Context: an optimization exercise on an open-source flow, tuned for small area, a short achievable clock period and few clock cycles. The choices shown serve that exercise and are no tape-out recipe. At most, simulation tests tie the RTL to the original design; equivalence was not proved. No functional check of the RTL was part of run 6.

[flow/config.mk]
export PLATFORM = sky130hd
export DESIGN_NAME = muldiv
export DESIGN_NICKNAME = muldiv
export VERILOG_FILES = /design/flow/design.v
export SDC_FILE = /design/flow/constraint.sdc
export NUM_CORES = 4
export LEC_CHECK = 0
export CAP_MARGIN = 20
export CORE_MARGIN = 2
export CORE_UTILIZATION = 40
export PLACE_DENSITY = 0.6
export SETUP_SLACK_MARGIN = 0.3
export SLEW_MARGIN = 20
export TNS_END_PERCENT = 10
[flow/constraint.sdc]
create_clock -name core_clock -period 5.0 [get_ports {clk}]
set_input_delay 1.0000 -clock core_clock [delete_from_list [all_inputs] [get_ports {clk}]]
set_output_delay 1.0000 -clock core_clock [all_outputs]
set_load 0.01 [all_outputs]
[flow/design.v]
module muldiv (
    input  wire        clk,
    input  wire        rst,
    input  wire        start,
    input  wire        op,
    input  wire [31:0] a,
    input  wire [31:0] b,
    output reg         done,
    output reg         divby0,
    output wire [31:0] hi,
    output wire [31:0] lo
);
localparam IDLE = 3'd0, PREP = 3'd1, MSTEP = 3'd2, DSTEP = 3'd3, FIX1 = 3'd4, FIX2 = 3'd5;
reg  [2:0]  state;
reg  [31:0] H, L;
reg         Lx;           
reg  [32:0] Y;            
reg  [4:0]  cnt;          
reg         opr, an, bn, zq, swp;
reg         bs1, bs2, bs4, bsc, binv, bcin;
assign hi = H;
assign lo = L;
function [4:0] blen;
    input [31:0] v;
    integer i;
    begin
        blen = 5'd0;
        for (i = 0; i < 31; i = i + 1)
            if (v[i] ^ v[31]) blen = i + 1;
    end
endfunction
wire [4:0] lza = blen(a);
wire [4:0] lzb = blen(b);
wire       pa  = a[31] & ~|(~a[31:1] & a[30:0]);
wire [5:0] La  = {1'b0, lza} + {5'd0, pa};
wire [5:0] Lb  = {1'b0, lzb} | {5'd0, (lzb == 5'd0)};
wire [6:0] kd  = {1'b0, La} - {1'b0, Lb};
wire       zq_in  = kd[6];
wire       swp_in = (lza < lzb);
wire [4:0] lm     = swp_in ? lza : lzb;
wire       by0    = (b == 32'd0);
wire       zq0    = swp_in & ~pa;
wire [35:0] Yx = {{3{Y[32]}}, Y};
wire [35:0] X  = ({36{bs1}} & Yx)
               | ({36{bs2}} & {Yx[34:0], 1'b0})
               | ({36{bs4}} & {Yx[33:0], 2'b00})
               | {34'd0, bsc, bsc};
wire [35:0] Bop = X ^ {36{binv}};
wire [35:0] Aop = {Lx, Lx, Lx, L, 2'b00};
wire [35:0] S   = Aop + Bop + {35'd0, bcin};
wire [4:0]  shamt = opr ? cnt : {~cnt[3:0], 1'b0};
wire [32:0] shin  = (opr | ~swp) ? Y : {L[31], L};
wire [32:0] shout = shin << shamt;
wire [29:0] Hsh = H[29:0];
wire [29:0] Hp1 = Hsh + 30'd1;
wire [29:0] Hm1 = Hsh - 30'd1;
wire [29:0] Hc  = (S[35:34] == 2'b01) ? Hp1 : (S[35:34] == 2'b11) ? Hm1 : Hsh;
reg  [29:0] mask;
integer mi;
always @(*) begin
    for (mi = 0; mi < 30; mi = mi + 1)
        mask[mi] = ({cnt, 1'b0} <= (6'd29 - mi));
end
wire [31:0] Hmul = {(mask & Hc) | (~mask & Hsh), S[33:32]};
function [2:0] booth;    
    input [2:0] x;
    begin
        booth[2] = x[1] ^ x[0];
        booth[1] = (x[2] & ~x[1] & ~x[0]) | (~x[2] & x[1] & x[0]);
        booth[0] = x[2] & ~(x[1] & x[0]);
    end
endfunction
wire [2:0] bprep = booth({shout[31:30], shout[29] & (cnt != 5'd0)});
wire [2:0] bstep = booth({H[29:28], H[27] & (cnt != 5'd1)});
wire nq  = an ^ bn;
wire sub = ~nq;
wire acc = ~(S[35] ^ an);
always @(posedge clk) begin
    if (rst) begin
        state  <= IDLE;
        done   <= 1'b0;
        divby0 <= 1'b0;
    end else begin
        done <= 1'b0;
        case (state)
            IDLE: if (start) begin
                divby0 <= op & by0;
                if (op & (by0 | zq0)) begin
                    done <= 1'b1;
                end else begin
                    state <= PREP;
                end
            end
            PREP: begin
                if (!opr)      state <= MSTEP;
                else if (zq) begin
                    state <= IDLE;
                    done  <= 1'b1;
                end else       state <= DSTEP;
            end
            MSTEP: if (cnt == 5'd0) begin
                state <= IDLE;
                done  <= 1'b1;
            end
            DSTEP: if (cnt == 5'd0) state <= FIX1;
            FIX1: if (nq) state <= FIX2;
                  else begin
                      state <= IDLE;
                      done  <= 1'b1;
                  end
            FIX2: begin
                state <= IDLE;
                done  <= 1'b1;
            end
            default: state <= IDLE;
        endcase
    end
end
always @(posedge clk) begin
    {bs1, bs2, bs4, bsc, binv, bcin} <= 6'd0;
    case (state)
        IDLE: begin
            H   <= a;
            L   <= a & {32{~(op & zq0)}};
            Lx  <= a[31];
            Y   <= {b[31], b};
            opr <= op;
            an  <= a[31];
            bn  <= b[31];
            zq  <= zq_in;
            swp <= swp_in;
            cnt <= op ? kd[4:0] : {1'b0, lm[4:1]};
            bsc  <= op & a[31] & ~zq_in;
            binv <= op & a[31] & ~zq_in;
        end
        PREP: begin
            if (!opr) begin
                H  <= shout[31:0];
                if (!swp) Y <= {L[31], L};
                L  <= 32'd0;
                Lx <= 1'b0;
                {bs1, bs2, binv} <= bprep;
                bcin <= bprep[0];
            end else if (zq) begin
                H  <= S[33:2];
                L  <= 32'd0;
            end else begin
                Y  <= shout;
                {Lx, L} <= S[34:2];
                H  <= {32{nq}};
                bs4  <= 1'b1;
                binv <= sub;
                bcin <= sub;
            end
        end
        MSTEP: begin
            H <= Hmul;
            L <= S[31:0];
            cnt <= cnt - 5'd1;
            {bs1, bs2, binv} <= bstep;
            bcin <= bstep[0];
        end
        DSTEP: begin
            if (acc) {Lx, L} <= S[34:2];
            H <= {H[30:0], acc ^ nq};
            Y <= {Y[32], Y[32:1]};
            cnt <= cnt - 5'd1;
            if (cnt == 5'd0) begin
                bsc  <= an;
                bcin <= an;
            end else begin
                bs4  <= 1'b1;
                binv <= sub;
                bcin <= sub;
            end
        end
        FIX1: begin
            H <= S[33:2];
            L <= H;
            bsc  <= 1'b1;
            bcin <= 1'b1;
        end
        FIX2: begin
            L <= S[33:2];
        end
        default: ;
    endcase
end
endmodule
[flow/flow/run.sh]
#!/bin/bash
# The standard layout, with the smallest buffer on each port (the standard
# flow picks a delay cell). Each tool's own log stays under orfs/logs/.
set -euo pipefail
export BUFFER_PORTS_ARGS="-buffer_cell sky130_fd_sc_hd__buf_1"
bash standard.sh > flow.log 2>&1
[flow/standard.sh]
#!/bin/bash
# synth_recipe.tcl (not shown) runs the flow's synth.tcl, then flattens the netlist and writes it again
# the make line also repeats each setting of config.mk as NAME=value (left out here)
make -C /OpenROAD-flow-scripts/flow DESIGN_CONFIG=/design/flow/config.mk WORK_HOME=/design/flow/orfs CLKGATE_MAP_FILE= SYNTH_SCRIPT=/design/flow/synth_recipe.tcl "${@:-finish}"
==> impl_metrics.ini, run 1 <==
[status]
outcome = no timing/DRC/antenna violations

[route]
dr.pass1.iters = 9
wl_met2_um = 31600
drt_iter0_drc = 2594
wl_met1_um = 29000
wire_per_inst_um = 28.2
via_per_inst = 6.89
top_layer = met5
vias = 17300
drc = 0
met3_length_um = 7200
wirelength_um = 71000
ant_nets = 0

[worst_setup_path]
worstPathRequired_ns = 5.38
cp_top_family = simple AND/OR/NAND/NOR gates
path_class = primary input to flop
crit_top_cell = inv_1
worstPathArrival_ns = 4.90
critPathLaunchType = primary input
crit_path_cell_trace = buf_1, nor2_1, a21oi_1, nor3_1, nand4_1, a2111oi_0, buf_4, nand3_1, ha_1, inv_1, ha_1, inv_1, fa_2, inv_1, a21o_1, a21oi_1, nor3_1, nor2_1, or4_4, nand2_1
cp_max_fo = 9
critPathMaxStageDelay_ns = 0.62
crit_path_top_delay_cell = a2111oi_0
end_kind = flop
critPathBufInv = 5

[cells_and_area]
drive_gt1_frac = 0.107
area_delta_synth_final_pct = 14.4
filler_cell_count = 3715
nets = 2159
final_cells = 2517

[synth]
post_synth.cell_area_avg_um2 = 7.75
netlist_top_cells_count = nand2_1, o21ai_0, nor2_1, clkbuf_1, a21oi_1
syn_inst = 1925
yosysWarnings = 1
synthArstFlopShare = 0
synth_most_common_cell = nand2_1
synth_top_area_share = 0.217
ys.flop_type = edfxtp_1
synth-seq-area-share = 0.232
synth-seq-cells = 119
syn_nets = 2050
synth_top_cell_by_area = edfxtp_1
synth_edf_count = 108
netlist_area_mm2 = 0.0149
synth.distinct_cells = 88
synth_area_leaders = edfxtp_1, o21ai_0, mux2i_1

[timing]
tightest_slew_ns = 1.09
finalSetupViolations = 0
tns_ns = 0
rsz0062_at_grt = yes
maxSlewViolCount = 0
fin_worst_skew_ns = 0.0140
clock.fmax_mhz = 221
finalHoldViolCount = 0
period_share = 0.905
finalHoldWorstSlack_ns = 0.458
maxSlewHeadroom = 0.263
period_minus_slack_ns = 4.52

[global_route]
grt_usage = 0.358
gr-total-overflow = 0
antenna_found_initial = 3
grt_max_degree = 56
grt_pass1_vias = 15800
grt_pass1_wl_um = 104000

[placement]
dpl.hpwl_um = 55500
port_buffers = 133
routabilityCongestion = 0.999
dpl.cell_count = 2481

[die]
core-area_mm2 = 0.0367
top_level_ports = 134
die_y_um = 197
core.rowCount = 70
start_util = 0.406
die-area_mm2 = 0.0389
fp.dieW_um = 197

[cts]
cts_hold_buf = 0
root_buffer = clkbuf_16
cts_sinks = 119
htree_levels = 4
clock_latency_ns = 0.45
numCtsBuffers = 17
cts_tree = yes
cts.clk_slew.worst_paths_ns = 0.06
clk_path_buf_depth = 2

[worst_hold_path]
hp-class = flop to flop

[run]
cap_viol_max_count = 0
logic make-up (layout without fill, tap and decap cells):
kind of cell,Yosys count,after routing,share of synthesized area
other cells,0,2,0
xor+xnor,99,99,0.0581
compound gates,664,664,0.312
simple gates,679,679,0.227
buf+inv,215,337,0.0562
fa+ha+maj,57,57,0.0493
flops,119,119,0.232
mux,92,92,0.0653
flip-flops by register name, summed over array words and instances (netlist names):
register	cells
H	32
L	32
Lx	1
Y	33
an	1
bcin	1
binv	1
bn	1
bs1	1
bs2	1
bs4	1
bsc	1
cnt	5
divby0	1
done	1
opr	1
state	3
swp	1
zq	1
timing repair:
item	4_1_cts	5_1_grt
buffers inserted	0	1
gates resized for setup	1	11
endpoints found under the setup margin	1	26
pin swaps	0	5
gates cloned	0	0
stage by stage:
step | cell area [um^2] | worst slack (ns) | util
floorplan | 14900 | 0.321 | -
global placement | 16400 | -0.0643 | 0.447
detailed placement | 16400 | -0.0608 | 0.447
CTS | 17000 | 0.339 | 0.463
global route | 17100 | 0.211 | 0.465
finish | 17100 | 0.476 | 0.465
area by class of cell:
cell class	count	area (um^2)	share of cell area
Inverter	50	188	0.0110
Clock buffer	26	522	0.0306
Antenna cell	2	5.00	0.000293
Tap cell	468	586	0.0343
Sequential cell	119	3470	0.203
Timing Repair Buffer	255	1520	0.0890
Clock inverter	6	36.3	0.00213
Multi-Input combinational cell	1591	10700	0.629
worst paths after layout:
check | from | end | slack, ns | cells past startpoint
max reg2reg | Y[11]$_DFFE_PP_ | H[31]$_DFFE_PP_ | 0.50 | 15
max | a[16] | binv$_DFF_P_ | 0.48 | 20
min | divby0$_SDFFE_PP0P_ | divby0$_SDFFE_PP0P_ | 0.46 | 2
min reg2reg | divby0$_SDFFE_PP0P_ | divby0$_SDFFE_PP0P_ | 0.46 | 2
layout by cell type (no fill, tap or decap), types with 14 or more instances in the layout:
cell       synthesis  final
edfxtp_1         108    108
nor4_1            23     23
xnor2_1           77     77
nand4_1           30     30
buf_4              2    113
o21a_1            14     14
a221o_1           35     35
xor2_1            22     22
inv_1             48     48
o221ai_1          33     33
mux2_2            16     16
a21o_1            19     19
nand2b_1          21     20
nor2b_1           19     18
nor3_1            48     48
nand3b_1          28     28
a222oi_1          31     31
a21oi_1          116    115
ha_1              54     54
a22o_1            19     19
clkbuf_16          0     19
or3_1             18     18
o21ai_0          162    159
a221oi_1          38     38
nand2_1          184    184
and3_1            39     39
nor2_1           157    154
mux2i_1           72     70
a31oi_1           18     18
o211ai_1          26     26
buf_1             13    132
o22ai_1           23     23
nand3_1           63     63
a211oi_1          21     18
worst register-to-register path, cell delays in order (launching register included):
cell      delay [ns]
edfxtp_1        0.51
a222oi_1        0.39
xnor2_1         0.17
ha_1            0.26
a21o_1          0.16
a21o_1          0.18
a221o_1         0.45
a21o_1          0.24
o41a_4          0.55
buf_4           0.24
buf_4           0.20
nor4_1          0.26
a21oi_1         0.14
nor2_1          0.17
mux2i_1         0.19
a32oi_1         0.11
metal layers:
layer,GRT usage,vias up
met2,0.559,1089
met1,0.491,8361
met4,0.143,4
met3,0.0632,181
li1,-,7700
met5,0,-
Testbench counts, summed over its fixed seeds: cycles 11,676.
==> run 2: changes to the inputs <==
--- a/flow/config.mk
+++ b/flow/config.mk
@@ -7,2 +7,3 @@
 export LEC_CHECK = 0
+export ABC_AREA = 1
 export CAP_MARGIN = 20
@@ -11,4 +12,3 @@
 export PLACE_DENSITY = 0.6
-export SETUP_SLACK_MARGIN = 0.3
+export SETUP_SLACK_MARGIN = 0.45
 export SLEW_MARGIN = 20
-export TNS_END_PERCENT = 10
==> run 2 against run 1 <==
Final area shrank 1.4%. Flip-flop and latch count is the same. Non-clock buffer count shrank 46. Register-to-register slack gained 0.16 ns.
==> impl_metrics.ini, run 2 <==
[worst_setup_path]
reg2reg_depth = 19
path_class = primary input to flop
reg2reg_to = H[19]$_DFFE_PP_
crit_top_cell = nand2_1
crit_path_top_delay_cell = fa_2
worstPathRequired_ns = 5.19
cp_max_fo = 6
critPathLaunchType = primary input
critPathMaxStageDelay_ns = 0.41
r2r-start = Y[15]$_DFFE_PP_
end_kind = flop
worstPathArrival_ns = 4.74
rrSetupSlack_ns = 0.66

[synth]
synth-seq-area-share = 0.234
netlist_area_mm2 = 0.0148
yosys.area_share.simple = 0.274
synth_xor_area_frac = 0.0733
synth_edf_count = 108
netlist_top_cells_count = nand2_1, inv_1, o21ai_0, nor2_1, a21oi_1
synth_most_common_cell = nand2_1
syn_nets = 2398
synth_top_area_share = 0.219
ys.flop_type = edfxtp_1
synth_top_family_by_area = simple AND/OR/NAND/NOR gates
synth_top_cell_by_area = edfxtp_1
yosys.area_share.adder = 0.0497
synth-seq-cells = 119
synth_area_leaders = edfxtp_1, nand2_1, o21ai_0
post_synth.cell_area_avg_um2 = 6.51
synth.distinct_cells = 74
synth_compound_area_frac = 0.262
synthMuxAreaShare = 0.00879
syn_inst = 2273
synthArstFlopShare = 0
yosysWarnings = 1

[cells_and_area]
largest_register_ffs = 33
multi_input_area_mm2 = 0.0100
area_delta_synth_final_pct = 13.6
layout_common_cells = nand2_1, inv_1, o21ai_0, nor2_1, buf_1
reg_top3 = Y x33, H x32, L x32
drive_gt1_frac = 0.0907
diodes = 0
layout_commonest_cell = nand2_1
final_cells = 2872
regMostFlops = Y
nets = 2516
filler_cell_count = 3899
sequential_cell_area_mm2 = 0.00346

[timing]
period_share = 0.910
rsz0062_at_grt = yes
clock.fmax_mhz = 220
finalHoldViolCount = 0
period_minus_slack_ns = 4.55
maxSlewHeadroom = 0.378
finalSetupViolations = 0
fin_worst_skew_ns = 0.0150
tightest_slew_ns = 0.929
maxSlewViolCount = 0
tns_ns = 0

[placement]
routabilityCongestion = 0.986
dpl.cell_count = 2823
dpl.hpwl_um = 55600
port_buffers = 133

[global_route]
gr-total-overflow = 0
grt_usage = 0.358
grt_pass1_wl_um = 103000
grt_pass1_vias = 16000
grt_max_degree = 56
antenna_found_initial = 3

[route]
dr.pass1.iters = 6
wire_per_inst_um = 24.6
drc = 0
via_per_inst = 6.12
wirelength_um = 70600
ant_nets = 0
drt_iter0_drc = 2493
vias = 17600

[worst_hold_path]
min_path_cells = 2
hp-class = flop to flop
hold_start = divby0$_SDFFE_PP0P_
holdPathEnd = divby0$_SDFFE_PP0P_

[cts]
cts.clk_slew.worst_paths_ns = 0.06
cts_tree = yes
numCtsBuffers = 17
htree_levels = 4
clk_path_buf_depth = 2
cts_sinks = 119
root_buffer = clkbuf_16
cts_hold_buf = 0
clock_latency_ns = 0.44

[die]
die-area_mm2 = 0.0386
top_level_ports = 134
core-area_mm2 = 0.0365
die_y_um = 196
fp.dieW_um = 196
core.rowCount = 70
start_util = 0.405

[run]
cap_viol_max_count = 0

[status]
outcome = no timing/DRC/antenna violations
==> run 2: cell type report <==
type,count,area share
Clock inverter,14,0.00908
Inverter,258,0.0582
Sequential cell,119,0.206
Multi-Input combinational cell,1786,0.598
Tap cell,468,0.0348
Clock buffer,18,0.0255
Timing Repair Buffer,209,0.0688
==> run 2: cell families after synthesis <==
kind of cell               count (synthesis)
muxes                                     13
and+or+nand+nor                          987
xor gates and xnor gates                 123
AOI/OAI and AO/OA                        606
DFF                                      119
adders and majority gates                 57
buffers and inverters                    368
==> run 2: through the flow <==
stage | hold slack, ns | util | setup WS [ns] | cell area (um^2)
after global placement | 0.528 | 0.436 | 0.0478 | 15900
after detailed placement | 0.533 | 0.436 | 0.0178 | 15900
final | 0.536 | 0.460 | 0.449 | 16800
after CTS | 0.540 | 0.452 | 0.477 | 16500
after floorplan | 0.536 | - | 0.498 | 14800
after global routing | 0.581 | 0.460 | 0.0658 | 16800
==> run 2: worst max path at each step <==
| stage | startpoint | end | slack (ns) | depth (start not counted) |
|---|---|---|---|---|
| floorplan | b[31] | zq$_DFFE_PP_ | 0.50 | 42 |
| global placement | b[31] | zq$_DFFE_PP_ | 0.05 | 43 |
| detailed placement | b[31] | zq$_DFFE_PP_ | 0.02 | 42 |
| CTS | b[31] | zq$_DFFE_PP_ | 0.48 | 42 |
| global route | b[2] | bsc$_DFF_P_ | 0.07 | 46 |
| finish | b[31] | zq$_DFFE_PP_ | 0.45 | 43 |
==> run 2: worst max-delay path: cells and delay by family <==
family | cells | cell delay (ns)
xor+xnor | 1 | 0.13
buf+inv | 7 | 0.57
simple gates | 29 | 1.59
compound gates | 3 | 0.58
fa+ha+maj | 3 | 0.86
==> run 2: what timing repair did <==
action                     4_1_cts  5_1_grt
buffers inserted                 0       17
setup endpoints to repair        0       51
gates resized for setup          0       55
==> run 2: per-layer routing <==
| layer | up-vias | share of wire | wire length (um) | global-route usage |
|---|---|---|---|---|
| met5 | - | 0 | 0 | 0 |
| met4 | 0 | 0.059 | 4150 | 0.188 |
| met3 | 165 | 0.11 | 7420 | 0.0556 |
| met2 | 1089 | 0.42 | 30000 | 0.532 |
| met1 | 8257 | 0.41 | 29000 | 0.499 |
| li1 | 8054 | - | - | - |
==> run 3: changes to the inputs <==
--- a/flow/config.mk
+++ b/flow/config.mk
@@ -11,4 +11,5 @@
 export CORE_UTILIZATION = 40
+export CTS_BUF_LIST = sky130_fd_sc_hd__clkbuf_4 sky130_fd_sc_hd__clkbuf_8
 export PLACE_DENSITY = 0.6
-export SETUP_SLACK_MARGIN = 0.45
+export SETUP_SLACK_MARGIN = 0.3
 export SLEW_MARGIN = 20
==> run 3 against run 2 <==
Still clean on timing, DRC and antenna. Non-clock buffer count is the same. Hold slack gained 0.022 ns. Synthesized area is the same. Flip-flop and latch count is the same. Sequential share of layout area grew 0.26 points. Final area shrank 1.2%. Utilization shrank 0.55 points. Register-to-register slack lost 0.17 ns. Critical path depth shrank 24. First-iteration DRC count shrank 9.6%. Largest cell class unchanged.
==> impl_metrics.ini, run 3 <==
[die]
die_y_um = 196
core.rowCount = 70
die-area_mm2 = 0.0386
fp.dieW_um = 196
top_level_ports = 134
start_util = 0.405
core-area_mm2 = 0.0365

[route]
vias = 17500
drt_iter0_drc = 2254
wirelength_um = 68900
wire_per_inst_um = 24.0
dr.pass1.iters = 6
ant_nets = 0
via_per_inst = 6.08
drc = 0

[global_route]
grt_pass1_vias = 15900
grt_usage = 0.350
gr-total-overflow = 0
grt_pass1_wl_um = 101000
grt_max_degree = 56
antenna_found_initial = 1

[timing]
fin_worst_skew_ns = 0.0218
rsz0062_at_grt = yes
clock.fmax_mhz = 222
tightest_slew_ns = 0.855
finalHoldViolCount = 0
maxSlewViolCount = 0
finalSetupViolations = 0
period_minus_slack_ns = 4.51
period_share = 0.903
maxSlewHeadroom = 0.424

[worst_setup_path]
rrSetupSlack_ns = 0.49
cp-startpoint = bs4$_DFF_P_
cp_max_fo = 21
end_kind = flop
worstPathRequired_ns = 5.30
worstPathArrival_ns = 4.82
critPathBufInv = 1
critPathMaxStageDelay_ns = 0.42
crit_top_cell = a21oi_1
crit_cells = 19
reg2reg_to = H[19]$_DFFE_PP_
cp_top_family = compound AO/OA/AOI/OAI gates
critPathLaunchType = flop
crit_path_cell_trace = buf_6, nand2_1, nand3_1, xor2_1, ha_1, a21oi_1, o21ai_0, a21oi_1, o2111ai_1, or3b_1, or2_1, nand2_4, o21ai_1, a21oi_1, a21boi_2, o211a_1, or2_2, nand3_1, a32oi_1
cp-endpoint = H[19]$_DFFE_PP_
r2r-start = bs4$_DFF_P_
reg2reg_depth = 19
crit_path_top_delay_cell = or3b_1
path_class = flop to flop

[cells_and_area]
final_util = 0.455
final_cells = 2874
regMostFlops = Y
filler_cell_count = 3885
area_delta_synth_final_pct = 12.2
drive_gt1_frac = 0.0881
nets = 2517
largest_register_ffs = 33
reg_top3 = Y x33, H x32, L x32
layout_commonest_cell = nand2_1
layout_common_cells = nand2_1, inv_1, o21ai_0, nor2_1, a21oi_1

[placement]
dpl.hpwl_um = 54700
dpl.cell_count = 2838
routabilityCongestion = 1.01
port_buffers = 133

[cts]
clk_path_buf_depth = 2
root_buffer = clkbuf_8
cts_sinks = 119
numCtsBuffers = 17
cts_hold_buf = 0
clock_latency_ns = 0.49
htree_levels = 4
cts_tree = yes
cts.clk_slew.worst_paths_ns = 0.09

[run]
cap_viol_max_count = 0

[synth]
synth_area_leaders = edfxtp_1, nand2_1, o21ai_0
synth_edf_count = 108
synth_top_area_share = 0.219
syn_nets = 2398
synthArstFlopShare = 0
synth.distinct_cells = 74
netlist_top_cells_count = nand2_1, inv_1, o21ai_0, nor2_1, a21oi_1
yosysWarnings = 1
synth_top_cell_by_area = edfxtp_1
ys.flop_type = edfxtp_1
synth_most_common_cell = nand2_1
post_synth.cell_area_avg_um2 = 6.51
netlist_area_mm2 = 0.0148
syn_inst = 2273
synth-seq-cells = 119
synth-seq-area-share = 0.234

[worst_hold_path]
hp-class = flop to flop

[status]
outcome = no timing/DRC/antenna violations
run 3: cell count changes in the layout (fill, tap and decap cells not counted), sizes merged:
cell and delta:
diode +1, inv +6, buf -2, clkinv -7, clkbuf +1, clkinvlp +3
run 3: timing repair:
item,4_1_cts,5_1_grt
endpoints found under the hold margin,0,0
resized for setup,0,47
endpoints found under the setup margin,0,26
buffers inserted,0,2
run 3: cells by family after synthesis:
logic type | synth area share
flops | 0.234
xor+xnor | 0.0733
fa+ha+maj | 0.0497
mux | 0.00879
buf+inv | 0.0979
simple gates | 0.274
compound gates | 0.262
run 3: layout make-up:
type                            instances  area, um^2  area share
Antenna cell                            1        2.50    0.000151
Clock buffer                           17         234      0.0141
Clock inverter                         15         166      0.0100
Inverter                              258         977      0.0588
Multi-Input combinational cell       1786       10000       0.603
Sequential cell                       119        3470       0.209
Tap cell                              468         586      0.0352
Timing Repair Buffer                  209        1150      0.0692
Timing Repair inverter                  1        7.51    0.000452
run 3: layer usage:
metal  vias up  global-route usage  wire length, um
li1       8069                   -                -
met1      8215               0.489            28600
met2      1052               0.515            28800
met3       151              0.0484             7080
met4         0               0.207             4440
met5         -                   0                0
run 3: per-stage QoR:
| step | setup slack [ns] | instance area, um^2 | hold WS [ns] | setup TNS (ns) |
|---|---|---|---|---|
| 2_1_floorplan | 0.312 | 14800 | 0.536 | 0 |
| 3_3_place_gp | -0.103 | 16000 | 0.532 | -0.284 |
| 3_5_place_dp | -0.141 | 16000 | 0.538 | -0.406 |
| 4_1_cts | 0.358 | 16400 | 0.554 | 0 |
| 5_1_grt | 0.186 | 16600 | 0.593 | 0 |
| 6_report | 0.487 | 16600 | 0.557 | 0 |
run 3: worst min-delay path, cell delays in order (launching register included):
cell and delay (ns):
dfxtp_1 0.34, o21bai_1 0.14, a21oi_1 0.04
run 3: worst min-delay path by stage:
stage / startpoint / to / slack [ns] / depth (start not counted)
finish: divby0$_SDFFE_PP0P_ / divby0$_SDFFE_PP0P_ / 0.56 / 2
global route: divby0$_SDFFE_PP0P_ / divby0$_SDFFE_PP0P_ / 0.59 / 2
CTS: divby0$_SDFFE_PP0P_ / divby0$_SDFFE_PP0P_ / 0.55 / 2
detailed placement: divby0$_SDFFE_PP0P_ / divby0$_SDFFE_PP0P_ / 0.54 / 2
global placement: divby0$_SDFFE_PP0P_ / divby0$_SDFFE_PP0P_ / 0.53 / 2
floorplan: divby0$_SDFFE_PP0P_ / divby0$_SDFFE_PP0P_ / 0.54 / 2
==> run 4: changes to the inputs <==
--- a/flow/config.mk
+++ b/flow/config.mk
@@ -12,2 +12,3 @@
 export CTS_BUF_LIST = sky130_fd_sc_hd__clkbuf_4 sky130_fd_sc_hd__clkbuf_8
+export CTS_CLUSTER_SIZE = 24
 export PLACE_DENSITY = 0.6
==> run 4 against run 3 <==
Non-clock buffer count stayed put. Global-route usage stayed put. Via count stayed put. Still clean.
==> impl_metrics.ini, run 4 <==
[die]
top_level_ports = 134
die-area_mm2 = 0.0386
core.rowCount = 70
core-area_mm2 = 0.0365
die_y_um = 196
start_util = 0.405
fp.dieW_um = 196

[route]
via_per_inst = 6.08
dr.pass1.iters = 6
vias = 17500
wirelength_um = 68900
drc = 0
drt_iter0_drc = 2254
ant_nets = 0
wire_per_inst_um = 24.0

[cells_and_area]
drive_gt1_frac = 0.0881
regMostFlops = Y
layout_commonest_cell = nand2_1
layout_common_cells = nand2_1, inv_1, o21ai_0, nor2_1, a21oi_1
largest_register_ffs = 33
reg_top3 = Y x33, H x32, L x32
nets = 2517
area_delta_synth_final_pct = 12.2

[worst_setup_path]
path_class = flop to flop
rrSetupSlack_ns = 0.49
cp_max_fo = 21
worstPathRequired_ns = 5.30
r2r-start = bs4$_DFF_P_
worstPathArrival_ns = 4.82
reg2reg_depth = 19
end_kind = flop
reg2reg_to = H[19]$_DFFE_PP_
critPathMaxStageDelay_ns = 0.42
crit_top_cell = a21oi_1
critPathLaunchType = flop
crit_path_cell_trace = buf_6, nand2_1, nand3_1, xor2_1, ha_1, a21oi_1, o21ai_0, a21oi_1, o2111ai_1, or3b_1, or2_1, nand2_4, o21ai_1, a21oi_1, a21boi_2, o211a_1, or2_2, nand3_1, a32oi_1
crit_path_top_delay_cell = or3b_1

[synth]
synth_top_cell_by_area = edfxtp_1
syn_inst = 2273
synth_top_area_share = 0.219
synth-seq-cells = 119
yosysWarnings = 1
synth-seq-area-share = 0.234
post_synth.cell_area_avg_um2 = 6.51
synth.distinct_cells = 74
netlist_area_mm2 = 0.0148
synth_most_common_cell = nand2_1
ys.flop_type = edfxtp_1
syn_nets = 2398
synth_edf_count = 108
netlist_top_cells_count = nand2_1, inv_1, o21ai_0, nor2_1, a21oi_1
synth_area_leaders = edfxtp_1, nand2_1, o21ai_0
synthArstFlopShare = 0

[placement]
dpl.hpwl_um = 54700
preCtsSetupSlack_ns = -0.141
port_buffers = 133
routabilityCongestion = 1.01

[timing]
rsz0062_at_grt = yes
period_share = 0.903
finalHoldViolCount = 0
tightest_slew_ns = 0.855
maxSlewHeadroom = 0.424
finalHoldWorstSlack_ns = 0.557
finalSetupViolations = 0
fin_worst_skew_ns = 0.0218
period_minus_slack_ns = 4.51
clock.fmax_mhz = 222
maxSlewViolCount = 0
layout_setup_ws_ns = 0.487

[worst_hold_path]
holdPathEnd = divby0$_SDFFE_PP0P_
hp-class = flop to flop
hold_start = divby0$_SDFFE_PP0P_
min_path_cells = 2

[cts]
root_buffer = clkbuf_8
clk_path_buf_depth = 2
cts_tree = yes
cts_sinks = 119
cts.clk_slew.worst_paths_ns = 0.09
cts_hold_buf = 0
htree_levels = 4
clock_latency_ns = 0.49
numCtsBuffers = 17

[global_route]
antenna_found_initial = 1
grt_max_degree = 56
grt_usage = 0.350
grt_pass1_vias = 15900
grt_pass1_wl_um = 101000
gr-total-overflow = 0

[status]
outcome = no timing/DRC/antenna violations

[run]
cap_viol_max_count = 0
[run 4: cell type report]
type	count	area [um^2]
Timing Repair inverter	1	7.51
Multi-Input combinational cell	1786	10000
Timing Repair Buffer	209	1150
Clock buffer	17	234
Tap cell	468	586
Sequential cell	119	3470
Fill cell	3885	19900
Antenna cell	1	2.50
Inverter	258	977
Clock inverter	15	166
[run 4: metal layers]
layer / global-route usage / share of wire / wire length (um) / vias to the layer above
met5: 0 / 0 / 0 / -
met4: 0.207 / 0.064 / 4440 / 0
met3: 0.0484 / 0.10 / 7080 / 151
met2: 0.515 / 0.42 / 28800 / 1052
met1: 0.489 / 0.41 / 28600 / 8215
li1: - / - / - / 8069
[run 4: how the worst max path moves through the flow]
| stage | cells past startpoint | startpoint | endpoint | slack, ns |
|---|---|---|---|---|
| finish | 19 | bs4$_DFF_P_ | H[19]$_DFFE_PP_ | 0.49 |
| global route | 45 | b[0] | bsc$_DFF_P_ | 0.19 |
| CTS | 43 | b[31] | binv$_DFF_P_ | 0.36 |
| detailed placement | 43 | b[31] | binv$_DFF_P_ | -0.14 |
| global placement | 43 | b[31] | zq$_DFFE_PP_ | -0.10 |
| floorplan | 32 | b[31] | zq$_DFFE_PP_ | 0.31 |
[run 4: repair_timing]
item,CTS,global route
endpoints found under the setup margin,0,26
resized for setup,0,47
buffers inserted,0,2
[run 4: cell families (layout without fill, tap and decap cells)]
family | after synthesis | in the layout | synth area share
adders and majority gates | 57 | 57 | 0.0497
other | 0 | 1 | 0
xor gates and xnor gates | 123 | 123 | 0.0733
and+or+nand+nor | 987 | 987 | 0.274
buffers and inverters | 368 | 500 | 0.0979
AOI/OAI and AO/OA | 606 | 606 | 0.262
muxes | 13 | 13 | 0.00879
DFF | 119 | 119 | 0.234
[run 4: stage by stage]
step	cell area (um^2)	setup TNS [ns]	cells	util
final	16600	0	2874	0.455
after floorplan	14800	0	2273	-
after detailed placement	16000	-0.406	2838	0.439
after global placement	16000	-0.284	2838	0.439
after CTS	16400	0	2870	0.450
after global routing	16600	0	2873	0.455
[run 4: critical path: cells and delay by family (launching register included)]
family                   cells  cell delay (ns)
flip-flops                   1             0.41
AO/OA/AOI/OAI                9             2.02
buffers and inverters        1             0.21
AND/OR/NAND/NOR              7             1.21
XOR/XNOR                     1             0.16
adder cells (fa/ha/maj)      1             0.30
==> run 5: changes to the inputs <==
--- a/flow/config.mk
+++ b/flow/config.mk
@@ -10,6 +10,4 @@
 export CORE_MARGIN = 2
-export CORE_UTILIZATION = 40
-export CTS_BUF_LIST = sky130_fd_sc_hd__clkbuf_4 sky130_fd_sc_hd__clkbuf_8
-export CTS_CLUSTER_SIZE = 24
-export PLACE_DENSITY = 0.6
+export CORE_UTILIZATION = 50
+export PLACE_DENSITY = 0.7
 export SETUP_SLACK_MARGIN = 0.3
==> run 5 against run 4 <==
Synthesized area unchanged. Die area down 20%. Final area up 1.1%. Still clean on timing, DRC and antenna. Register-to-register slack worse by 0.02 ns. First-iteration DRC count is 27% higher. Global-route usage up 8.0 points. Sequential share of layout area down 0.21 points. Via count rose by 1.3%. Final cell count is 2.6% lower. Clock skew down 0.0066 ns. Critical endpoint is now H[27]$_DFFE_PP_. Clock-buffer cell count increased by 1.
==> impl_metrics.ini, run 5 <==
[cells_and_area]
nets = 2521
layout_common_cells = nand2_1, inv_1, o21ai_0, nor2_1, buf_1
filler_cell_count = 2970
multi_input_area_mm2 = 0.0100
reg_top3 = Y x33, H x32, L x32
sequential_cell_area_mm2 = 0.00347
largest_register_ffs = 33
area_delta_synth_final_pct = 13.4
drive_gt1_frac = 0.0913
layout_commonest_cell = nand2_1
regMostFlops = Y

[cts]
cts_tree = yes
cts_sinks = 119
cts.clk_slew.worst_paths_ns = 0.07
htree_levels = 4
root_buffer = clkbuf_16
cts_hold_buf = 0
numCtsBuffers = 17
clock_latency_ns = 0.44
clk_path_buf_depth = 2

[route]
vias = 17700
wire_per_inst_um = 24.5
drt_iter0_drc = 2861
wirelength_um = 68600
drc = 0
ant_nets = 0
dr.pass1.iters = 7
via_per_inst = 6.32

[die]
core-area_mm2 = 0.0294
fp.dieW_um = 176
die-area_mm2 = 0.0310
die_y_um = 176
core.rowCount = 63
start_util = 0.504
top_level_ports = 134

[global_route]
grt_pass1_wl_um = 99600
grt_pass1_vias = 16100
grt_usage = 0.430
antenna_found_initial = 1
grt_max_degree = 56
gr-total-overflow = 0

[timing]
tightest_slew_ns = 1.30
finalHoldWorstSlack_ns = 0.525
tns_ns = 0
finalSetupViolations = 0
rsz0062_at_grt = yes
maxSlewHeadroom = 0.129
finalHoldViolCount = 0
fin_worst_skew_ns = 0.0152
period_share = 0.906
maxSlewViolCount = 0
clock.fmax_mhz = 221
period_minus_slack_ns = 4.53

[worst_setup_path]
rrSetupSlack_ns = 0.47
worstPathArrival_ns = 4.71
critPathLaunchType = flop
cp-endpoint = H[27]$_DFFE_PP_
reg2reg_depth = 24
end_kind = flop
cp_max_fo = 6
worstPathRequired_ns = 5.18
reg2reg_to = H[27]$_DFFE_PP_
cp-startpoint = bs4$_DFF_P_
r2r-start = bs4$_DFF_P_
path_class = flop to flop

[placement]
port_buffers = 133
routabilityCongestion = 1.03
dpl.hpwl_um = 53200

[synth]
post_synth.cell_area_avg_um2 = 6.51
synth-seq-area-share = 0.234
netlist_area_mm2 = 0.0148
syn_nets = 2398
synth_most_common_cell = nand2_1
ys.flop_type = edfxtp_1
synth-seq-cells = 119
syn_inst = 2273
netlist_top_cells_count = nand2_1, inv_1, o21ai_0, nor2_1, a21oi_1
synthArstFlopShare = 0
synth_top_area_share = 0.219
synth_area_leaders = edfxtp_1, nand2_1, o21ai_0
synth_top_cell_by_area = edfxtp_1
synth_edf_count = 108
yosysWarnings = 1
synth.distinct_cells = 74

[run]
cap_viol_max_count = 0

[worst_hold_path]
hp-class = flop to flop

[status]
outcome = no timing/DRC/antenna violations
-- run 5: cell counts after synthesis --
No cell type changed its count.
-- run 5: routing by layer --
metal / wire [um] / GRT usage / part of all wire
met2: 28300 / 0.623 / 0.41
met3: 8320 / 0.0900 / 0.12
met4: 5310 / 0.274 / 0.077
met5: 0 / 0 / 0
met1: 26700 / 0.581 / 0.39
-- run 5: cell type report --
type	instances	share of cell area
Multi-Input combinational cell	1786	0.598
Sequential cell	119	0.207
Timing Repair Buffer	213	0.0722
Inverter	258	0.0593
Tap cell	390	0.0291
Clock buffer	18	0.0256
Clock inverter	14	0.00857
Timing Repair inverter	1	0.000447
Antenna cell	1	0.000149
-- run 5: worst max-delay path, cell delays in order (launching register included) --
cell	delay [ns]
dfxtp_1	0.41
clkinvlp_4	0.14
clkbuf_4	0.21
o221ai_1	0.26
xor2_1	0.19
ha_1	0.30
nand2_1	0.13
inv_1	0.07
a21oi_1	0.14
nand2_1	0.12
a21oi_2	0.21
nor2_1	0.08
o22ai_2	0.16
o21ai_2	0.12
nand2_1	0.09
nand2_1	0.10
a21oi_2	0.24
inv_2	0.08
a21oi_2	0.21
o21ai_2	0.11
a21oi_1	0.17
xnor2_1	0.15
or2_0	0.24
a21oi_1	0.24
a22oi_1	0.11
-- run 5: timing repair --
action,4_1_cts,5_1_grt
hold endpoints to repair,0,0
setup endpoints to repair,3,28
pin swaps,0,13
setup buffers,0,9
gates cloned,0,2
gates resized for setup,1,63
-- run 5: logic make-up (layout without fill, tap and decap cells) --
| family | count (synthesis) | after routing | synth area share |
|---|---|---|---|
| muxes | 13 | 13 | 0.00879 |
| adders and majority gates | 57 | 57 | 0.0497 |
| other | 0 | 1 | 0 |
| AOI/OAI and AO/OA | 606 | 606 | 0.262 |
| xor gates and xnor gates | 123 | 123 | 0.0733 |
| and+or+nand+nor | 987 | 987 | 0.274 |
| buffers and inverters | 368 | 504 | 0.0979 |
| DFF | 119 | 119 | 0.234 |
-- run 5: per-stage QoR --
step	area [um^2]	worst slack, ns	cells	util
6_report	16800	0.472	2800	0.571
5_1_grt	16800	0.280	2799	0.571
4_1_cts	16500	0.343	2788	0.560
3_5_place_dp	15900	-0.168	2756	0.541
3_3_place_gp	15900	-0.0798	2756	0.541
2_1_floorplan	14800	0.312	2273	-
-- run 5: worst min path at each step --
stage	endpoint	slack [ns]	start	cells after the start
after floorplan	divby0$_SDFFE_PP0P_	0.54	divby0$_SDFFE_PP0P_	2
after global routing	divby0$_SDFFE_PP0P_	0.57	divby0$_SDFFE_PP0P_	2
after CTS	divby0$_SDFFE_PP0P_	0.53	divby0$_SDFFE_PP0P_	2
after detailed placement	divby0$_SDFFE_PP0P_	0.52	divby0$_SDFFE_PP0P_	2
after global placement	divby0$_SDFFE_PP0P_	0.52	divby0$_SDFFE_PP0P_	2
final	divby0$_SDFFE_PP0P_	0.52	divby0$_SDFFE_PP0P_	2
==> run 6: changes to the inputs <==
--- a/flow/design.v
+++ b/flow/design.v
@@ -41,3 +41,2 @@
 wire       by0    = (b == 32'd0);
-wire       zq0    = swp_in & ~pa;
 wire [35:0] Yx = {{3{Y[32]}}, Y};
@@ -56,3 +55,2 @@
 wire [29:0] Hm1 = Hsh - 30'd1;
-wire [29:0] Hc  = (S[35:34] == 2'b01) ? Hp1 : (S[35:34] == 2'b11) ? Hm1 : Hsh;
 reg  [29:0] mask;
@@ -63,3 +61,7 @@
 end
-wire [31:0] Hmul = {(mask & Hc) | (~mask & Hsh), S[33:32]};
+wire [29:0] Hpm  = (mask & Hp1) | (~mask & Hsh);
+wire [29:0] Hmm  = (mask & Hm1) | (~mask & Hsh);
+wire        cpos = (state == MSTEP) & (S[35:34] == 2'b01);
+wire        cneg = (state == MSTEP) & (S[35:34] == 2'b11);
+reg  [31:0] Hb;                  
 function [2:0] booth;    
@@ -77,2 +79,11 @@
 wire acc = ~(S[35] ^ an);
+always @(*) begin
+    case (state)
+        PREP:    Hb = !opr ? shout[31:0] : zq ? S[33:2] : {32{nq}};
+        MSTEP:   Hb = {Hsh, S[33:32]};
+        DSTEP:   Hb = {H[30:0], acc ^ nq};
+        FIX1:    Hb = S[33:2];
+        default: Hb = H;
+    endcase
+end
 always @(posedge clk) begin
@@ -87,3 +98,3 @@
                 divby0 <= op & by0;
-                if (op & (by0 | zq0)) begin
+                if (op & by0) begin
                     done <= 1'b1;
@@ -119,2 +130,3 @@
 always @(posedge clk) begin
+    H <= {cpos ? Hpm : cneg ? Hmm : Hb[31:2], Hb[1:0]};
     {bs1, bs2, bs4, bsc, binv, bcin} <= 6'd0;
@@ -122,4 +134,3 @@
         IDLE: begin
-            H   <= a;
-            L   <= a & {32{~(op & zq0)}};
+            L   <= a;
             Lx  <= a[31];
@@ -137,3 +148,2 @@
             if (!opr) begin
-                H  <= shout[31:0];
                 if (!swp) Y <= {L[31], L};
@@ -144,3 +154,2 @@
             end else if (zq) begin
-                H  <= S[33:2];
                 L  <= 32'd0;
@@ -149,3 +158,2 @@
                 {Lx, L} <= S[34:2];
-                H  <= {32{nq}};
                 bs4  <= 1'b1;
@@ -156,3 +164,2 @@
         MSTEP: begin
-            H <= Hmul;
             L <= S[31:0];
@@ -164,3 +171,2 @@
             if (acc) {Lx, L} <= S[34:2];
-            H <= {H[30:0], acc ^ nq};
             Y <= {Y[32], Y[32:1]};
@@ -177,3 +183,2 @@
         FIX1: begin
-            H <= S[33:2];
             L <= H;
--- a/flow/config.mk
+++ b/flow/config.mk
@@ -7,8 +7,6 @@
 export LEC_CHECK = 0
-export ABC_AREA = 1
 export CAP_MARGIN = 20
 export CORE_MARGIN = 2
-export CORE_UTILIZATION = 50
-export PLACE_DENSITY = 0.7
-export SETUP_SLACK_MARGIN = 0.3
+export CORE_UTILIZATION = 40
+export PLACE_DENSITY = 0.6
 export SLEW_MARGIN = 20
==> run 6 against run 5 <==
Still clean on timing, DRC and antenna. Clock skew is essentially flat. First-iteration DRC count up 16%. Global-route usage is 8.6 points lower. Wire length rose by 5.9%. Maximum frequency is 4.1% lower. Synthesized cell count fell by 11%. Clock-buffer cell count decreased by 1. Worst setup slack worse by 0.19 ns. Via count grew 2.1%. Critical path depth is 9 lower. Hold slack got worse by 0.020 ns. Critical path type unchanged. Critical endpoint is now H[24]$_DFFE_PP_.
==> impl_metrics.ini, run 6 <==
[status]
outcome = no timing/DRC/antenna violations

[cts]
cts_sinks = 119
root_buffer = clkbuf_16
htree_levels = 4
numCtsBuffers = 17
clock_latency_ns = 0.45
cts.clk_slew.worst_paths_ns = 0.07
clk_path_buf_depth = 2
cts_tree = yes

[synth]
synth_edf_count = 108
post_synth.cell_area_avg_um2 = 7.73
netlist_area_mm2 = 0.0156
synth-seq-area-share = 0.222
ys.flop_type = edfxtp_1
synth_top_cell_by_area = edfxtp_1
synthArstFlopShare = 0
synth_top_area_share = 0.208
netlist_top_cells_count = a21oi_1, nand2_1, nor2_1, clkbuf_1, o21ai_0
synth-seq-cells = 119
synth.distinct_cells = 87
syn_inst = 2018
syn_nets = 2143
synth_most_common_cell = a21oi_1
synth_area_leaders = edfxtp_1, mux2i_1, a21oi_1
yosysWarnings = 1

[route]
dr.pass1.iters = 9
drt_iter0_drc = 3307
wire_per_inst_um = 27.8
ant_nets = 0
via_per_inst = 6.91
wirelength_um = 72600
vias = 18100
drc = 0

[worst_setup_path]
rrSetupSlack_ns = 0.28
worstPathRequired_ns = 5.19
cp_max_fo = 6
critPathLaunchType = flop
cp-startpoint = Y[6]$_DFFE_PP_
reg2reg_depth = 15
worstPathArrival_ns = 4.91
end_kind = flop
path_class = flop to flop
cp-endpoint = H[24]$_DFFE_PP_
r2r-start = Y[6]$_DFFE_PP_
reg2reg_to = H[24]$_DFFE_PP_

[timing]
period_share = 0.944
fin_worst_skew_ns = 0.0153
tightest_slew_ns = 0.936
rsz0062_at_grt = no
period_minus_slack_ns = 4.72
clock.fmax_mhz = 212
layout_setup_ws_ns = 0.278
maxSlewViolCount = 0
tns_ns = 0
finalSetupViolations = 0
maxSlewHeadroom = 0.375
finalHoldViolCount = 0

[die]
start_util = 0.405
die_y_um = 202
core.rowCount = 72
die-area_mm2 = 0.0406
top_level_ports = 134
fp.dieW_um = 202
core-area_mm2 = 0.0386

[placement]
routabilityCongestion = 1.03
dpl.hpwl_um = 55800
preCtsSetupSlack_ns = 0.0461
port_buffers = 133

[cells_and_area]
layout_common_cells = a21oi_1, nand2_1, nor2_1, o21ai_0, buf_1
reg_top3 = Y x33, H x32, L x32
area_delta_synth_final_pct = 11.4
layout_commonest_cell = a21oi_1
final_util = 0.451
nets = 2210
largest_register_ffs = 33
regMostFlops = Y
diodes = 0
drive_gt1_frac = 0.0958

[global_route]
grt_max_degree = 65
grt_usage = 0.344
grt_pass1_wl_um = 107000
antenna_found_initial = 0
gr-total-overflow = 0
grt_pass1_vias = 16400

[worst_hold_path]
hp-class = flop to flop

[run]
cap_viol_max_count = 0
## run 6: cell types whose count changed in the layout (fill, tap and decap cells not counted), sizes merged, moves of 23 or more
cell / change
nand3: -25
o21a: +23
inv: -182
nand2: -440
o2111ai: -35
xor2: -32
nor2b: +23
a21oi: +52
a222oi: +68
o21ai: -79
mux2i: +89
or2: -26
## run 6: timing repair
action,4_1_cts,5_1_grt
endpoints found under the setup margin,0,56
hold buffers,0,0
setup buffers,0,0
gates resized for setup,0,1
## run 6: metal layers
metal	routed length, um	vias to the layer above	global-route usage
met3	8830	237	0.0813
met1	28800	8599	0.465
met5	0	-	0
met4	3990	0	0.159
li1	-	7932	-
met2	31000	1309	0.520
## run 6: cells by family (layout without fill, tap and decap cells)
group                      after synthesis  in the layout  share of synthesized area
xor gates and xnor gates               103            103                     0.0578
DFF                                    119            119                      0.222
adders and majority gates               57             57                     0.0471
muxes                                  127            127                     0.0892
AOI/OAI and AO/OA                      725            725                      0.322
buffers and inverters                  243            323                     0.0614
and+or+nand+nor                        644            644                      0.201
## run 6: critical path: stages (launching register included)
cell and delay, ns:
edfxtp_1 0.51, a222oi_1 0.42, xnor2_1 0.12, ha_1 0.36, nand4_1 0.20, or3_1 0.41, o211ai_1 0.23, o21ai_1 0.25
o31ai_1 0.37, a311oi_1 0.18, xor2_1 0.53, nor2_1 0.21, buf_4 0.21, nor4_1 0.28, buf_4 0.15, a21oi_1 0.03
## run 6: stage by stage
step / hold slack [ns] / instances / cell area (um^2)
2_1_floorplan: 0.524 / 2018 / 15600
3_3_place_gp: 0.500 / 2584 / 16800
3_5_place_dp: 0.493 / 2584 / 16800
4_1_cts: 0.510 / 2616 / 17400
5_1_grt: 0.535 / 2616 / 17400
6_report: 0.504 / 2616 / 17400
## run 6: layout make-up
cell class                      instances  area, um^2
Fill cell                            3989       21200
Timing Repair Buffer                  225        1250
Multi-Input combinational cell       1656       11200
Sequential cell                       119        3470
Inverter                               66         248
Clock buffer                           17         425
Tap cell                              518         648
Clock inverter                         15         123
## run 6: worst min-delay path by stage
stage               slack, ns                   to                 from  cells after the start
floorplan                0.52  divby0$_SDFFE_PP0P_  divby0$_SDFFE_PP0P_                      2
global placement         0.50  divby0$_SDFFE_PP0P_  divby0$_SDFFE_PP0P_                      2
detailed placement       0.49  divby0$_SDFFE_PP0P_  divby0$_SDFFE_PP0P_                      2
CTS                      0.51  divby0$_SDFFE_PP0P_  divby0$_SDFFE_PP0P_                      2
global route             0.53  divby0$_SDFFE_PP0P_  divby0$_SDFFE_PP0P_                      2
finish                   0.50  divby0$_SDFFE_PP0P_  divby0$_SDFFE_PP0P_                      2

[afterwards: timing with drivers on the ports]
The results above use ideal ports. As a check the final layouts listed here were re-extracted and re-timed, cells and wires unchanged.
Step 1: set_driving_cell puts a clkbuf_16 on clk and a buf_2 on each other input, an assumption about the parent block.
Step 2 adds t to the input delays and takes it off the output delays; t is the mean of the earliest and latest rising clock arrival at the registers after step 1. Input paths then give back, and output paths get back, about the clock's delay inside the block.
Slacks: ideal ports / drivers / drivers and shift; pairs: ideal ports / drivers.
run | shift t [ns] | setup WS [ns] | worst setup path at the end | worst data-port slew with drivers (ns)
run 1 | 0.498 | 0.476 / 0.497 / 0.010 | input to register | 0.06
run 2 | 0.489 | 0.449 / 0.458 / -0.032 | input to register | 0.06
run 3 | 0.528 | 0.487 / 0.487 / 0.178 | input to register | 0.06
run 4 | 0.528 | 0.487 / 0.487 / 0.178 | input to register | 0.06
run 5 | 0.490 | 0.472 / 0.472 / 0.100 | input to register | 0.14
run 6 | 0.490 | 0.278 / 0.278 / 0.067 | input to register | 0.04
With both steps, setup timing fails in run 2, where it was met with ideal ports. For run 2, which loses most, drivers alone change the setup slack by +0.009 ns; drivers and shift together by -0.481 ns.
